Context: an optimization exercise on an open-source flow, tuned for small area. The choices shown serve that exercise and are no tape-out recipe.
The RTL was checked by simulation tests, not by an equivalence proof against the original design.
No driver is modelled on the clock port, so clock power and skew are understated where the tree is cut down; a real chip needs a root buffer or a tree.

==> job 8520 <==
==> flow/design.v <==
module uart_bt_8digit(
    input  wire       clk,
    input  wire       rst_n,
    input  wire       rx,
    output wire       tx,
    output wire [7:0] seg_dec,
    output wire [3:0] an_dec,
    output wire [7:0] seg_hex,
    output wire [3:0] an_hex,
    output wire [7:0] leds
);
    localparam [9:0] K_T  = 10'b0001011100;
    localparam [9:0] K_P  = 10'b1000101101;
    localparam [9:0] POL  = 10'b0101010101;
    localparam [2:0] R_IDLE = 3'd0, R_RCVD = 3'd2, R_START = 3'd3,
                     R_STOP = 3'd4, R_DATA = 3'd5;
    reg [2:0] rph;
    reg [9:0] rtz;
    wire [9:0] rtk = rtz ^ POL;
    reg [7:0] rsh;
    reg [7:0] rdat;      
    wire rT    = (rtk == K_T);
    wire ridle = (rph == R_IDLE) || (rph == R_RCVD);
    wire rrcvd = (rph == R_RCVD);
    always @(posedge clk or negedge rst_n) begin
        if (!rst_n) rph <= R_IDLE;
        else if (ridle) rph <= rx ? R_IDLE : R_START;
        else if (rT) begin
            case (rph)
                R_START: rph <= R_DATA;
                R_DATA:  if (rsh[0]) rph <= R_STOP;
                R_STOP:  rph <= R_RCVD;
                default: rph <= R_IDLE;
            endcase
        end
    end
    always @(posedge clk) begin
        if (ridle) rtz <= K_P ^ POL;
        else rtz <= {rtk[8:0], rtk[9] ^ rtk[6] ^ rT} ^ POL;
    end
    always @(posedge clk)
        if (ridle) rsh <= 8'b1000_0000;
        else if (rT && rph == R_DATA) rsh <= {rx, rsh[7:1]};
    always @(posedge clk or negedge rst_n) begin
        if (!rst_n) rdat <= 8'd0;
        else if (rrcvd) rdat <= rsh;
    end
    assign leds = rrcvd ? rsh : rdat;
    localparam [3:0] T_IDLE = 4'b0101, T_PRE = 4'b0110, T_SB = 4'b0111,
                     T_STP = 4'b0000, T_B0 = 4'b1000, T_B7 = 4'b1111;
    reg [3:0] tph;
    reg [9:0] ttz;
    wire [9:0] ttk = ttz ^ POL;
    wire tT    = (ttk == K_T);
    wire tidle = (tph == T_IDLE);
    wire tadv = tidle ? rrcvd : tT;
    always @(posedge clk or negedge rst_n) begin
        if (!rst_n) tph <= T_IDLE;
        else if (tadv) begin
            tph <= (tph == T_STP) ? T_IDLE : tph + 4'd1;
        end
    end
    always @(posedge clk) begin
        if (tidle) ttz <= K_T ^ POL;
        else ttz <= {ttk[8:0], ttk[9] ^ ttk[6] ^ tT} ^ POL;
    end
    assign tx = tph[3] ? rdat[tph[2:0]] : (tph != T_SB);
    localparam [16:0] K_R  = 17'b10011000011010011;    
    localparam [16:0] K_DT = 17'b01001100001101001;    
    reg [16:0] dcnt;
    reg [1:0]  sel;
    wire dT = (dcnt == K_DT);
    always @(posedge clk or negedge rst_n) begin
        if (!rst_n) begin
            dcnt <= K_R;
            sel  <= 2'd0;
        end else begin
            dcnt <= {dcnt[15:0], dcnt[16] ^ dcnt[13] ^ dT};
            if (dT) sel <= sel + 2'd1;
        end
    end
    wire [3:0] an = ~(4'b0001 << sel);
    assign an_dec = an;
    assign an_hex = an;
    function [3:0] add3;
        input [3:0] x;
        case (x)
            4'd5: add3 = 4'd8;
            4'd6: add3 = 4'd9;
            4'd7: add3 = 4'd10;
            4'd8: add3 = 4'd11;
            4'd9: add3 = 4'd12;
            default: add3 = x;
        endcase
    endfunction
    wire [3:0] c1 = add3({1'b0, rdat[7:5]});
    wire [3:0] c2 = add3({c1[2:0], rdat[4]});
    wire [3:0] c3 = add3({c2[2:0], rdat[3]});
    wire [3:0] c4 = add3({c3[2:0], rdat[2]});
    wire [3:0] c5 = add3({1'b0, c1[3], c2[3], c3[3]});
    wire [3:0] c6 = add3({c4[2:0], rdat[1]});
    wire [3:0] c7 = add3({c5[2:0], c4[3]});
    wire [9:0] bcd = {c5[3], c7, c6, rdat[0]};
    wire [3:0] hnib = sel[1] ? 4'd0 : (sel[0] ? leds[7:4] : leds[3:0]);
    wire [3:0] dnib = sel[1] ? (sel[0] ? 4'd0 : {2'b00, bcd[9:8]})
                             : (sel[0] ? bcd[7:4] : bcd[3:0]);
    function [7:0] seg7;
        input [3:0] d;
        case (d)
            4'h0: seg7 = 8'b1100_0000;
            4'h1: seg7 = 8'b1111_1001;
            4'h2: seg7 = 8'b1010_0100;
            4'h3: seg7 = 8'b1011_0000;
            4'h4: seg7 = 8'b1001_1001;
            4'h5: seg7 = 8'b1001_0010;
            4'h6: seg7 = 8'b1000_0010;
            4'h7: seg7 = 8'b1111_1000;
            4'h8: seg7 = 8'b1000_0000;
            4'h9: seg7 = 8'b1001_0000;
            4'hA: seg7 = 8'b1000_1000;
            4'hB: seg7 = 8'b1000_0011;
            4'hC: seg7 = 8'b1100_0110;
            4'hD: seg7 = 8'b1010_0001;
            4'hE: seg7 = 8'b1000_0110;
            default: seg7 = 8'b1000_1110;
        endcase
    endfunction
    assign seg_hex = seg7(hnib);
    assign seg_dec = seg7(dnib);
endmodule
==> flow/flow/run.sh <==
#!/bin/bash
# Own layout flow: the standard flow (standard.sh) with
#  - synthesis: no half/full-adder extraction; ABC maps the logic with each
#    area script flow/a*.abc and the smallest result is kept
#    (flow/synth_area.tcl wraps synth_recipe.tcl)
#  - port buffers of the smallest buffer cell (buf_1)
#  - clock tree: CLKBUF_COUNT buffers on the clock port, each driving a group
#    of nearby flip-flops (flow/cts_pre.tcl), instead of an H-tree
# Each tool's output is in orfs/logs/; make's own output goes to flow_make.log.
set -euo pipefail
WORK=$(pwd)
export AREA_ABC_SCRIPTS="$(ls $WORK/flow/a*.abc | tr '\n' ' ')"
export FLOW_SYNTH_TCL=$WORK/synth_recipe.tcl
export ADDER_MAP_FILE=
export BUFFER_PORTS_ARGS="-buffer_cell sky130_fd_sc_hd__buf_1"
export PRE_CTS_TCL=$WORK/flow/cts_pre.tcl
export CLKBUF_CELL=sky130_fd_sc_hd__clkbuf_16
export CLKBUF_COUNT=2
sed "s|SYNTH_SCRIPT=[^ ]*|SYNTH_SCRIPT=$WORK/flow/synth_area.tcl|" standard.sh > own_standard.sh
grep -q "SYNTH_SCRIPT=$WORK/flow/synth_area.tcl" own_standard.sh
bash own_standard.sh finish > flow_make.log 2>&1
==> flow/flow/a1_deep_map.abc <==
strash
&get -n
&deepsyn -T 20
&put
strash
dch -f
map -a
topo
==> flow/flow/a2_deep_amap.abc <==
strash
&get -n
&deepsyn -T 20
&put
strash
dch -f
amap
topo
==> flow/flow/a3_deep_amapm.abc <==
strash
&get -n
&deepsyn -T 20
&put
strash
dch -f
amap -m
topo
==> flow/flow/a4_deep_dc2_amap.abc <==
strash
&get -n
&deepsyn -T 20
&put
strash
dc2
dch -f
amap
topo
==> flow/flow/a5_deep2_amap.abc <==
strash
&get -n
&deepsyn -T 10
&put
strash
dch -f
amap
strash
&get -n
&deepsyn -T 10
&put
strash
dch -f
amap
topo
==> flow/flow/a6_deep_s5_amap.abc <==
strash
&get -n
&deepsyn -T 20 -S 5
&put
strash
dch -f
amap
topo
==> flow/flow/a7_deep40_amapm.abc <==
strash
&get -n
&deepsyn -T 40
&put
strash
dch -f
amap -m
topo
==> flow/flow/a8_deep2_amapm.abc <==
strash
&get -n
&deepsyn -T 10
&put
strash
dch -f
amap -m
strash
&get -n
&deepsyn -T 10
&put
strash
dch -f
amap -m
topo
==> flow/flow/cts_pre.tcl <==
# PRE_CTS_TCL hook: the clock port drives CLKBUF_COUNT clock buffers
# (CLKBUF_CELL) directly; each drives the flip-flop clock pins of one group
# of nearby flip-flops (k-means on the placed positions). The H-tree that
# clock_tree_synthesis would build is skipped.
set block [ord::get_db_block]
set master [[ord::get_db] findMaster $::env(CLKBUF_CELL)]
set k $::env(CLKBUF_COUNT)
set clknet [[$block findBTerm clk] getNet]
set sinks {}
foreach it [$clknet getITerms] {
  set box [[$it getInst] getBBox]
  lappend sinks [list $it [expr {([$box xMin] + [$box xMax]) / 2.0}] [expr {([$box yMin] + [$box yMax]) / 2.0}]]
}
set n [llength $sinks]
# initial centres: sinks spread along x
set sorted [lsort -real -index 1 $sinks]
set cx {}; set cy {}
for {set j 0} {$j < $k} {incr j} {
  set s [lindex $sorted [expr {int(($j + 0.5) * $n / $k)}]]
  lappend cx [lindex $s 1]; lappend cy [lindex $s 2]
}
# balanced k-means: each group takes at most ceil(n/k) sinks
set cap [expr {($n + $k - 1) / $k}]
for {set iter 0} {$iter < 30} {incr iter} {
  set pairs {}
  foreach s $sinks {
    for {set j 0} {$j < $k} {incr j} {
      set d [expr {abs([lindex $s 1] - [lindex $cx $j]) + abs([lindex $s 2] - [lindex $cy $j])}]
      lappend pairs [list $d [lindex $s 0] $j [lindex $s 1] [lindex $s 2]]
    }
  }
  set pairs [lsort -real -index 0 $pairs]
  array unset grp; array unset cnt
  for {set j 0} {$j < $k} {incr j} { set cnt($j) 0; set sxs($j) 0.0; set sys($j) 0.0 }
  foreach p $pairs {
    lassign $p d it j x y
    if {[info exists grp($it)] || $cnt($j) >= $cap} continue
    set grp($it) $j; incr cnt($j)
    set sxs($j) [expr {$sxs($j) + $x}]; set sys($j) [expr {$sys($j) + $y}]
  }
  set cx {}; set cy {}
  for {set j 0} {$j < $k} {incr j} {
    lappend cx [expr {$sxs($j) / max(1, $cnt($j))}]; lappend cy [expr {$sys($j) / max(1, $cnt($j))}]
  }
}
for {set j 0} {$j < $k} {incr j} {
  set inst($j) [odb::dbInst_create $block $master clkbuf_root_$j]
  set net($j) [odb::dbNet_create $block clk_root_$j]
  $net($j) setSigType CLOCK
  [$inst($j) findITerm A] connect $clknet
  [$inst($j) findITerm X] connect $net($j)
  $inst($j) setLocation [expr {int([lindex $cx $j])}] [expr {int([lindex $cy $j])}]
  $inst($j) setPlacementStatus PLACED
}
foreach s $sinks {
  set it [lindex $s 0]
  $it disconnect
  $it connect $net($grp($it))
}
puts "PRE_CTS_TCL: $k clock buffers ($::env(CLKBUF_CELL)) drive $n clock sinks"
proc clock_tree_synthesis {args} { puts "clock_tree_synthesis skipped: clock buffers inserted by PRE_CTS_TCL" }
==> flow/flow/synth_area.tcl <==
# The standard synthesis (synth_recipe.tcl), with ABC's technology mapping
# run on area-oriented scripts (AREA_ABC_SCRIPTS) and without a delay target:
# every script is tried on the same logic and the smallest result is kept.
proc abc {args} {
  set i [lsearch -exact $args -script]
  set j [lsearch -exact $args -D]
  if { $j >= 0 } { set args [lreplace $args $j [expr {$j + 1}]] }
  set lib [lindex $args [expr {[lsearch -exact $args -liberty] + 1}]]
  design -save before_area_abc
  set best ""
  set best_area 1e18
  foreach s $::env(AREA_ABC_SCRIPTS) {
    design -load before_area_abc
    set a $args
    lset a [expr {$i + 1}] $s
    yosys abc {*}$a
    set rpt $::env(OBJECTS_DIR)/area_abc_stat.txt
    tee -q -o $rpt stat -liberty $lib
    set f [open $rpt r]; set txt [read $f]; close $f
    regexp {Chip area for module[^:]*:\s*([0-9.]+)} $txt -> area
    puts "AREA_ABC: $s -> $area"
    if { $area < $best_area } { set best_area $area; set best $s }
  }
  design -load before_area_abc
  set a $args
  lset a [expr {$i + 1}] $best
  puts "AREA_ABC: using $best ($best_area)"
  yosys abc {*}$a
}
source $::env(FLOW_SYNTH_TCL)
==> flow/standard.sh <==
#!/bin/bash
# synth_recipe.tcl (not shown) runs the flow's synth.tcl, then flattens the netlist and writes it again
# the make line also repeats each setting of config.mk as NAME=value (left out here)
make -C /OpenROAD-flow-scripts/flow DESIGN_CONFIG=/design/flow/config.mk WORK_HOME=/design/flow/orfs CLKGATE_MAP_FILE= SYNTH_SCRIPT=/design/flow/synth_recipe.tcl "${@:-finish}"
==> flow/config.mk <==
export PLATFORM = sky130hd
export DESIGN_NAME = uart_bt_8digit
export DESIGN_NICKNAME = uart_bt_8digit
export VERILOG_FILES = /design/flow/design.v
export SDC_FILE = /design/flow/constraint.sdc
export NUM_CORES = 4
export LEC_CHECK = 0
export CAP_MARGIN = 20
export CORE_MARGIN = 2
export CORE_UTILIZATION = 60
export SLEW_MARGIN = 20
==> flow/constraint.sdc <==
create_clock -name core_clock -period 10.0 [get_ports {clk}]
set_input_delay 2.0000 -clock core_clock [delete_from_list [all_inputs] [get_ports {clk}]]
set_output_delay 2.0000 -clock core_clock [all_outputs]
set_load 0.01 [all_outputs]
==> inputs of job 4687, as changes to job 8520 <==
--- a/flow/design.v
+++ b/flow/design.v
@@ -78,6 +78,7 @@
             dcnt <= {dcnt[15:0], dcnt[16] ^ dcnt[13] ^ dT};
-            if (dT) sel <= sel + 2'd1;
+            if (dT) sel <= {sel[0], ~sel[1]};    
         end
     end
-    wire [3:0] an = ~(4'b0001 << sel);
+    wire [1:0] dig = {sel[1], sel[1] ^ sel[0]};    
+    wire [3:0] an = ~(4'b0001 << dig);
     assign an_dec = an;
@@ -103,5 +104,5 @@
     wire [9:0] bcd = {c5[3], c7, c6, rdat[0]};
-    wire [3:0] hnib = sel[1] ? 4'd0 : (sel[0] ? leds[7:4] : leds[3:0]);
-    wire [3:0] dnib = sel[1] ? (sel[0] ? 4'd0 : {2'b00, bcd[9:8]})
-                             : (sel[0] ? bcd[7:4] : bcd[3:0]);
+    wire [3:0] hnib = dig[1] ? 4'd0 : (dig[0] ? leds[7:4] : leds[3:0]);
+    wire [3:0] dnib = dig[1] ? (dig[0] ? 4'd0 : {2'b00, bcd[9:8]})
+                             : (dig[0] ? bcd[7:4] : bcd[3:0]);
     function [7:0] seg7;
==> inputs of job 7053, as changes to job 8520 <==
--- a/flow/design.v
+++ b/flow/design.v
@@ -13,5 +13,6 @@
     localparam [9:0] K_P  = 10'b1000101101;
+    localparam [9:0] K_Q  = 10'b1001011100;
     localparam [9:0] POL  = 10'b0101010101;
-    localparam [2:0] R_IDLE = 3'd0, R_RCVD = 3'd2, R_START = 3'd3,
-                     R_STOP = 3'd4, R_DATA = 3'd5;
+    localparam [2:0] R_IDLE = 3'd0, R_RCVD = 3'd1, R_START = 3'd2,
+                     R_STOP = 3'd3, R_DATA = 3'd4;
     reg [2:0] rph;
@@ -19,6 +20,6 @@
     wire [9:0] rtk = rtz ^ POL;
-    reg [7:0] rsh;
+    reg [7:0] rsh;       
     reg [7:0] rdat;      
     wire rT    = (rtk == K_T);
-    wire ridle = (rph == R_IDLE) || (rph == R_RCVD);
+    wire ridle = !rph[2] && !rph[1];
     wire rrcvd = (rph == R_RCVD);
@@ -41,4 +42,6 @@
     always @(posedge clk)
-        if (ridle) rsh <= 8'b1000_0000;
-        else if (rT && rph == R_DATA) rsh <= {rx, rsh[7:1]};
+        if (rT) begin
+            if (rph == R_START) rsh <= 8'b1000_0000;
+            else if (rph == R_DATA) rsh <= {rx, rsh[7:1]};
+        end
     always @(posedge clk or negedge rst_n) begin
@@ -48,4 +51,4 @@
     assign leds = rrcvd ? rsh : rdat;
-    localparam [3:0] T_IDLE = 4'b0101, T_PRE = 4'b0110, T_SB = 4'b0111,
-                     T_STP = 4'b0000, T_B0 = 4'b1000, T_B7 = 4'b1111;
+    localparam [3:0] T_IDLE = 4'b0000, T_PRE = 4'b0001, T_SB = 4'b0010,
+                     T_STP = 4'b0011, T_B0 = 4'b1000, T_B7 = 4'b1111;
     reg [3:0] tph;
@@ -55,7 +58,14 @@
     wire tidle = (tph == T_IDLE);
-    wire tadv = tidle ? rrcvd : tT;
     always @(posedge clk or negedge rst_n) begin
         if (!rst_n) tph <= T_IDLE;
-        else if (tadv) begin
-            tph <= (tph == T_STP) ? T_IDLE : tph + 4'd1;
+        else if (tidle) begin
+            if (rrcvd) tph <= T_PRE;
+        end else if (tph == T_PRE) tph <= T_SB;
+        else if (tT) begin
+            case (tph)
+                T_SB:    tph <= T_B0;
+                T_B7:    tph <= T_STP;
+                T_STP:   tph <= T_IDLE;
+                default: tph <= tph + 4'd1;
+            endcase
         end
@@ -63,3 +73,3 @@
     always @(posedge clk) begin
-        if (tidle) ttz <= K_T ^ POL;
+        if (tidle) ttz <= K_Q ^ POL;
         else ttz <= {ttk[8:0], ttk[9] ^ ttk[6] ^ tT} ^ POL;
removed: flow/flow/a5_deep2_amap.abc
removed: flow/flow/a6_deep_s5_amap.abc
removed: flow/flow/a7_deep40_amapm.abc
removed: flow/flow/a8_deep2_amapm.abc
==> comparison <==
Job 4687 ran to the end with no violations. Job 7053 passed the timing, DRC and antenna checks. Job 8520 finished with timing, DRC and antenna clean.
Between job 8520 and job 4687, the lower sequential share of layout area is in job 4687 (gap 0.61 points).
Of job 8520 and job 4687, job 8520 has the higher synthesized cell count (gap about 1.7%, measured against job 4687).
Between job 8520 and job 4687, the lower utilization is in job 8520 (gap 0.35 points).
In job 4687 the cell area is lower than in job 7053, by about 2%.
Wire length: job 7053 < job 8520 < job 4687.
==> figures <==
item	job 8520	job 7053	job 4687
Cell with the largest stage delay on the worst path	sky130_fd_sc_hd__nor2_1	sky130_fd_sc_hd__o21ai_0	sky130_fd_sc_hd__dfrtp_1
Post-CTS clock slew at the launch and capture registers of the worst setup and hold paths	110 ps	100 ps	110 ps
Synthesized area divided by synthesized cell count	8.68 um^2	9.07 um^2	8.95 um^2
CP bufs+invs	4	7	4
Multi-input gate share of total cell area	0.354	0.357	0.367
Setup slack of the most critical reg-to-reg path	7270 ps	7230 ps	7190 ps
Total number of multi-input combinational cells	192	196	191
Critical Path AT	4010 ps	4960 ps	4600 ps
Area growth from synthesis to final layout	7.54%	7.28%	7.44%
Run status	timing/DRC/antenna clean	timing/DRC/antenna clean	timing/DRC/antenna clean
Non-clock inverters	45	38	41
In every run of this note, the design's own scripts or RTL, not TritonCTS, make the clock network.

==> separate check: timing with driven ports <==
No port has a modelled driver above. Below, the same layouts with a new extraction and two added sets of constraints. Step 1 sets driving cells, clkbuf_16 on the clock port and buf_2 on the other inputs (assumed; they add their load-dependent delay and slew). Step 2 times the ports against the registers' clock, not the clock port: input delays grow and output delays shrink by t, the midpoint of the rising clock arrivals with the driver on. Slacks: no drivers / after step 1 / after step 2; pairs: no drivers / after step 1.
| run | shift t [ns] | setup slack, ns | worst hold slack (ns) |
|---|---|---|---|
| job 8520 | 0.212 | 3.988 / 3.942 / 4.154 | 0.374 / 0.374 / 0.374 |
| job 4687 | 0.212 | 3.397 / 3.350 / 3.563 | 0.367 / 0.367 / 0.367 |
| job 7053 | 0.206 | 3.045 / 3.002 / 3.209 | 0.373 / 0.373 / 0.373 |
After both steps setup and hold are still met in every run listed.
